From an optimization exercise on the open Yosys and OpenROAD flow, aimed at small area; shortcuts taken in it are not production practice.
RTL that was checked went through simulation tests only; none was proved equivalent to the original.
Power is estimated from default activity; no workload was simulated. No driver is modelled on the clock port, so clocking that relies on it looks cheaper here than on a real chip.

Setup of lane 1:
==> module memory, before the edit <==
module memory (clk_24, rst, rx, rx_in, adv, write_index, waiting, ascii, cur);
    input clk_24;
    input rst;
    input rx;                
    input [6:0] rx_in;
    input adv;               
    output reg [10:0] write_index;
    output waiting;          
    output [6:0] ascii;      
    output reg [6:0] cur;    
    reg [10:0] diff;
    reg [5:0] wptr;
    reg [2:0] rx_age;        
    reg pend;
    reg [6:0] d_in;
    reg [447:0] ring;        
    wire ins = pend && (wptr == 6'd63);
    wire [6:0] ring_in = ins ? d_in : ring[447:441];
    wire rx_recent = (rx_age != 3'd0);
    wire bypass = (rx_age == 3'd4) && (diff[5:0] == 6'd1);
    wire read_in = (wptr == diff[5:0] - 6'd2);
    assign waiting = (diff != {10'b0, rx_recent});
    assign ascii = bypass ? d_in : cur;
    always @(posedge clk_24)
    begin
        if (rst)
        begin
            write_index <= 11'd0;
            diff <= 11'd0;
            rx_age <= 3'd0;
            wptr <= 6'd63;
        end
        else
        begin
            write_index <= write_index + rx;
            if (rx && !adv)
                diff <= diff + 1'b1;
            else if (adv && !rx)
                diff <= diff - 1'b1;
            if (rx)
                rx_age <= 3'd1;
            else if (rx_age == 3'd4)
                rx_age <= 3'd0;
            else if (rx_recent)
                rx_age <= rx_age + 1'b1;
            wptr <= wptr + {rx, ~rx};
        end
    end
    always @(posedge clk_24)
    begin
        pend <= rx || (pend && !ins);
        if (rx)
            d_in <= rx_in;
        if (bypass)
            cur <= d_in;
        else if (read_in && !rx_recent)
            cur <= ring_in;
    end
    always @(posedge clk_24)
        ring <= {ring[440:0], ring_in};
endmodule
==> module top, before the edit <==
module top(clk_24, rst_n, led, audio_out, uart_rx, uart_tx, write_index);
    input uart_rx;
    input rst_n;
    output [0:2] led;
    output audio_out;
    output [10:0] write_index;
    output uart_tx;
    input clk_24;
    wire rst = ~rst_n;
    wire recieved;
    wire [6:0] rx_serial;
    wire is_rx;
    rxuart r1(clk_24, rst, uart_rx, recieved, rx_serial, is_rx);
    reg [7:0] count;
    wire tick = (count == 8'd249);
    reg [2:0] morse_index;
    reg out_val;
    reg [1:0] repeat_time;
    reg tx_go;
    reg [6:0] to_tx;
    wire waiting;
    wire [6:0] ascii;
    wire [6:0] ascii_prev;
    wire [6:0] morse_value;
    wire [2:0] morse_len;
    wire [7:0] morse_value_ext = {1'b0, morse_value};
    wire play = tick && (repeat_time == 2'd0) && waiting;
    wire next_char = play && (morse_index == morse_len);
    memory mem1(clk_24, rst, recieved, rx_serial, next_char, write_index,
                waiting, ascii, ascii_prev);
    morse m1(ascii_prev, morse_value, morse_len);
    audio a1(clk_24, rst, out_val, audio_out);
    wire is_tx;
    txuart t1(clk_24, rst, count, tx_go, to_tx, uart_tx, is_tx);
    assign led = {~out_val, ~is_rx, ~is_tx};
    always @(posedge clk_24)
        if (tick)
            to_tx <= ascii;
    always @(posedge clk_24)
    begin
        if (rst)
        begin
            count <= 8'hff;
            tx_go <= 1'b0;
            morse_index <= 3'd0;
            out_val <= 1'b0;
            repeat_time <= 2'd0;
        end
        else if (tick)
        begin
            count <= 8'hff;
            tx_go <= 1'b0;
            if (play)
            begin
                if (morse_index == morse_len)
                begin
                    morse_index <= 3'd0;
                    repeat_time <= 2'd3;
                    out_val <= 1'b0;
                end
                else if (out_val)
                begin
                    out_val <= 1'b0;
                    repeat_time <= 2'd1;
                end
                else
                begin
                    if (morse_index == 3'd0)
                        tx_go <= 1'b1;
                    repeat_time <= morse_value_ext[morse_index] ? 2'd3 : 2'd1;
                    morse_index <= morse_index + 1'b1;
                    out_val <= (ascii != 7'd32);
                end
            end
            else
                repeat_time <= repeat_time - 1'b1;
        end
        else
            count <= count + 1'b1;
    end
endmodule
==> module txuart, before the edit <==
module txuart(i_clk, i_reset, i_cnt, i_go, i_data, o_uart_tx, o_busy);
    input  wire       i_clk, i_reset;
    input  wire [7:0] i_cnt;
    input  wire       i_go;      
    input  wire [6:0] i_data;
    output wire       o_uart_tx;
    output wire       o_busy;
    reg reset_wait;
    always @(posedge i_clk)
        if (i_reset)
            reset_wait <= 1'b1;
        else if (i_cnt == 8'd127)
            reset_wait <= 1'b0;
    wire [8:0] frame = {1'b0, i_data, 1'b0};
    wire lt72 = !i_cnt[7] && !(i_cnt[6] && (i_cnt[5:3] != 3'd0));
    wire lt79 = !i_cnt[7] && !(i_cnt[6] && ((i_cnt[5:4] != 2'd0) || (i_cnt[3:0] == 4'hf)));
    wire in_frame = i_go && lt72;
    assign o_uart_tx = !in_frame || frame[i_cnt[6:3]];
    assign o_busy = reset_wait || (i_go && lt79);
endmodule
clock: 8.0 ns
lec_check: 0
abc_area: 1
cap_margin: 20
core_margin: 2
core_utilization: 60
place_density: 0.75
slew_margin: 20
standard.sh (not shown) runs the stock make flow with config.mk's settings and CLKGATE_MAP_FILE= SYNTH_SCRIPT=/design/flow/synth_recipe.tcl, a recipe that flattens the netlist after the stock synthesis.
==> flow/flow/run.sh <==
#!/bin/bash
# Own layout flow: the standard synthesis, then the combinational logic
# of its netlist mapped again for area (the registers stay as they are,
# same names and cells), then the standard ORFS flow with a clock tree of
# fewer, larger buffers and no dummy loads.
# Each tool's output goes to a log file in the work folder.
set -euo pipefail
W=$PWD
R=$W/orfs/results/${FLOW_PLATFORM}/top/base

# Clock tree: leaf clusters of up to 30 sinks driven by clkbuf_16, no
# dummy loads. Port buffers: the smallest buffer.
export CTS_ARGS="-sink_clustering_enable -repair_clock_nets -buf_list sky130_fd_sc_hd__clkbuf_16 -sink_clustering_size 30 -sink_clustering_max_diameter 100 -dont_use_dummy_load"
export BUFFER_PORTS_ARGS="-buffer_cell sky130_fd_sc_hd__buf_1"

# 1. standard synthesis
bash standard.sh synth > $W/log_1_synth.txt 2>&1

# 2. map the logic again; the registers are black boxes and keep their names
cp $R/1_2_yosys.v $W/std_1_2_yosys.v
yosys -c $W/flow/resyn.tcl > $W/log_2_resyn.txt 2>&1
cp $W/resyn_1_2_yosys.v $R/1_2_yosys.v
rm -f $R/1_synth.odb $R/1_synth.sdc

# 3. the rest of the standard flow
bash standard.sh > $W/log_3_layout.txt 2>&1
Other scripts of this flow, unchanged in this note and not shown: flow/flow/resyn.abc, flow/flow/resyn.tcl
For lane 2, these inputs were changed with respect to lane 1:
==> flow/design.v, changed modules only <==
module memory (clk_24, rst, rx, rx_in, adv, hold, write_index, waiting, ascii, cur);
    input clk_24;
    input rst;
    input rx;                
    input [6:0] rx_in;
    input adv;               
    input hold;              
    output reg [10:0] write_index;
    output waiting;          
    output [6:0] ascii;      
    output reg [6:0] cur;    
    reg [10:0] diff;
    reg [5:0] wptr;
    reg [2:0] rx_age;        
    reg pend;
    reg [6:0] d_in;
    reg [447:0] ring;        
    wire ins = pend && (wptr == 6'd63);
    wire [6:0] ring_in = ins ? d_in : ring[447:441];
    wire rx_recent = (rx_age != 3'd0);
    wire bypass = (rx_age == 3'd4) && (diff[5:0] == 6'd1);
    wire read_in = (wptr == diff[5:0] - 6'd2);
    assign waiting = (diff != {10'b0, rx_recent});
    assign ascii = bypass ? d_in : cur;
    always @(posedge clk_24)
    begin
        if (rst)
        begin
            write_index <= 11'd0;
            diff <= 11'd0;
        end
        else
        begin
            write_index <= write_index + rx;
            if (rx && !adv)
                diff <= diff + 1'b1;
            else if (adv && !rx)
                diff <= diff - 1'b1;
        end
    end
    always @(posedge clk_24)
    begin
        if (rx)
            rx_age <= 3'd1;
        else if (rx_age == 3'd4)
            rx_age <= 3'd0;
        else if (rx_recent)
            rx_age <= rx_age + 1'b1;
        wptr <= wptr + {rx, ~rx};
    end
    always @(posedge clk_24)
    begin
        pend <= rx || (pend && !ins);
        if (rx)
            d_in <= rx_in;
        if (hold)
            ;
        else if (bypass)
            cur <= d_in;
        else if (read_in && !rx_recent)
            cur <= ring_in;
    end
    always @(posedge clk_24)
        ring <= {ring[440:0], ring_in};
endmodule
module top(clk_24, rst_n, led, audio_out, uart_rx, uart_tx, write_index);
    input uart_rx;
    input rst_n;
    output [0:2] led;
    output audio_out;
    output [10:0] write_index;
    output uart_tx;
    input clk_24;
    wire rst = ~rst_n;
    wire recieved;
    wire [6:0] rx_serial;
    wire is_rx;
    rxuart r1(clk_24, rst, uart_rx, recieved, rx_serial, is_rx);
    reg [7:0] count;
    wire tick = (count == 8'd249);
    reg [2:0] morse_index;
    reg out_val;
    reg [1:0] repeat_time;
    reg tx_go;
    wire waiting;
    wire [6:0] ascii;
    wire [6:0] ascii_prev;
    wire [6:0] morse_value;
    wire [2:0] morse_len;
    wire [7:0] morse_value_ext = {1'b0, morse_value};
    wire play = tick && (repeat_time == 2'd0) && waiting;
    wire next_char = play && (morse_index == morse_len);
    wire echo_hold;
    memory mem1(clk_24, rst, recieved, rx_serial, next_char, echo_hold,
                write_index, waiting, ascii, ascii_prev);
    morse m1(ascii_prev, morse_value, morse_len);
    audio a1(clk_24, rst, out_val, audio_out);
    wire is_tx;
    txuart t1(clk_24, rst, count, tx_go, ascii_prev, uart_tx, is_tx, echo_hold);
    assign led = {~out_val, ~is_rx, ~is_tx};
    always @(posedge clk_24)
    begin
        if (rst)
        begin
            count <= 8'hff;
            tx_go <= 1'b0;
            morse_index <= 3'd0;
            out_val <= 1'b0;
            repeat_time <= 2'd0;
        end
        else if (tick)
        begin
            count <= 8'hff;
            tx_go <= 1'b0;
            if (play)
            begin
                if (morse_index == morse_len)
                begin
                    morse_index <= 3'd0;
                    repeat_time <= 2'd3;
                    out_val <= 1'b0;
                end
                else if (out_val)
                begin
                    out_val <= 1'b0;
                    repeat_time <= 2'd1;
                end
                else
                begin
                    if (morse_index == 3'd0)
                        tx_go <= 1'b1;
                    repeat_time <= morse_value_ext[morse_index] ? 2'd3 : 2'd1;
                    morse_index <= morse_index + 1'b1;
                    out_val <= (ascii != 7'd32);
                end
            end
            else
                repeat_time <= repeat_time - 1'b1;
        end
        else
            count <= count + 1'b1;
    end
endmodule
module txuart(i_clk, i_reset, i_cnt, i_go, i_data, o_uart_tx, o_busy, o_hold);
    input  wire       i_clk, i_reset;
    input  wire [7:0] i_cnt;
    input  wire       i_go;      
    input  wire [6:0] i_data;    
    output wire       o_uart_tx;
    output wire       o_busy;
    output wire       o_hold;    
    reg reset_wait;
    always @(posedge i_clk)
        if (i_reset)
            reset_wait <= 1'b1;
        else if (i_cnt == 8'd127)
            reset_wait <= 1'b0;
    wire [8:0] frame = {1'b0, i_data, 1'b0};
    wire lt72 = !i_cnt[7] && !(i_cnt[6] && (i_cnt[5:3] != 3'd0));
    wire lt79 = !i_cnt[7] && !(i_cnt[6] && ((i_cnt[5:4] != 2'd0) || (i_cnt[3:0] == 4'hf)));
    wire in_frame = i_go && lt72;
    assign o_uart_tx = !in_frame || frame[i_cnt[6:3]];
    assign o_hold = i_go && (lt72 || (i_cnt == 8'hff));
    assign o_busy = reset_wait || (i_go && lt79);
endmodule
Lane 2 has completed all stages; timing, DRC and antenna checks passed.
Wire length of the first global-routing pass: higher on lane 1
The largest net degree at the start of global routing of lane 2 falls short of that of lane 1 by 14.
Relative to lane 1, inverter count of the layout excluding clock inverters has gone down in lane 2.
Lane 1 and lane 2 ended up with nearly the same clock power.
Going from lane 1 to lane 2, critical path data arrival time shrinks by 0.16 ns.
Design area (lane 2 over lane 1): decrease, 1.8%
Taking lane 1 as the reference point, the transition time at the pin with the least slew margin of lane 2 falls by 0.28 ns.
Lane 2: length of routed met2 wiring about 2.8% below lane 1
Taking lane 1 as the reference, in lane 2 power density relative to cell area now smaller; mean instance size in the synthesized netlist shows a reduction of about 1.3%.
Higher starting utilization of the core area goes to lane 2 over lane 1.
Lane 2 ended with less combined flip-flop and latch cell area than lane 1.
For lane 1, only the layout was checked, not whether the RTL still works.

re-timing with driven ports:
The flow's constraints put no driver on any port. The routed layouts listed below were extracted and timed again, unchanged, in two steps.
Step 1 (the two cells are an assumption about what drives the block):
set clk [get_ports {clk_24}]
set_driving_cell -lib_cell sky130_fd_sc_hd__clkbuf_16 $clk
set_driving_cell -lib_cell sky130_fd_sc_hd__buf_2 [delete_from_list [all_inputs] $clk]
Step 2 adds t to the input delays and takes it off the output delays; t is the mean of the earliest and latest rising clock arrival at the registers after step 1. Input paths then give back, and output paths get back, about the clock's delay inside the block.
Slacks: ideal ports / drivers / drivers and shift; pairs: ideal ports / drivers.
| run | t (ns) | slack for setup (ns) | worst hold slack (ns) | slew at the worst register clock pin (ns) | pins driven straight from the clock port |
|---|---|---|---|---|---|
| lane 1 | 0.563 | 3.379 / 3.379 / 3.379 | 0.258 / 0.258 / 0.258 | 0.11 / 0.11 | 1 |
| lane 2 | 0.572 | 3.570 / 3.570 / 3.570 | 0.325 / 0.325 / 0.325 | 0.11 / 0.11 | 1 |
After both steps every run listed still meets setup and hold.
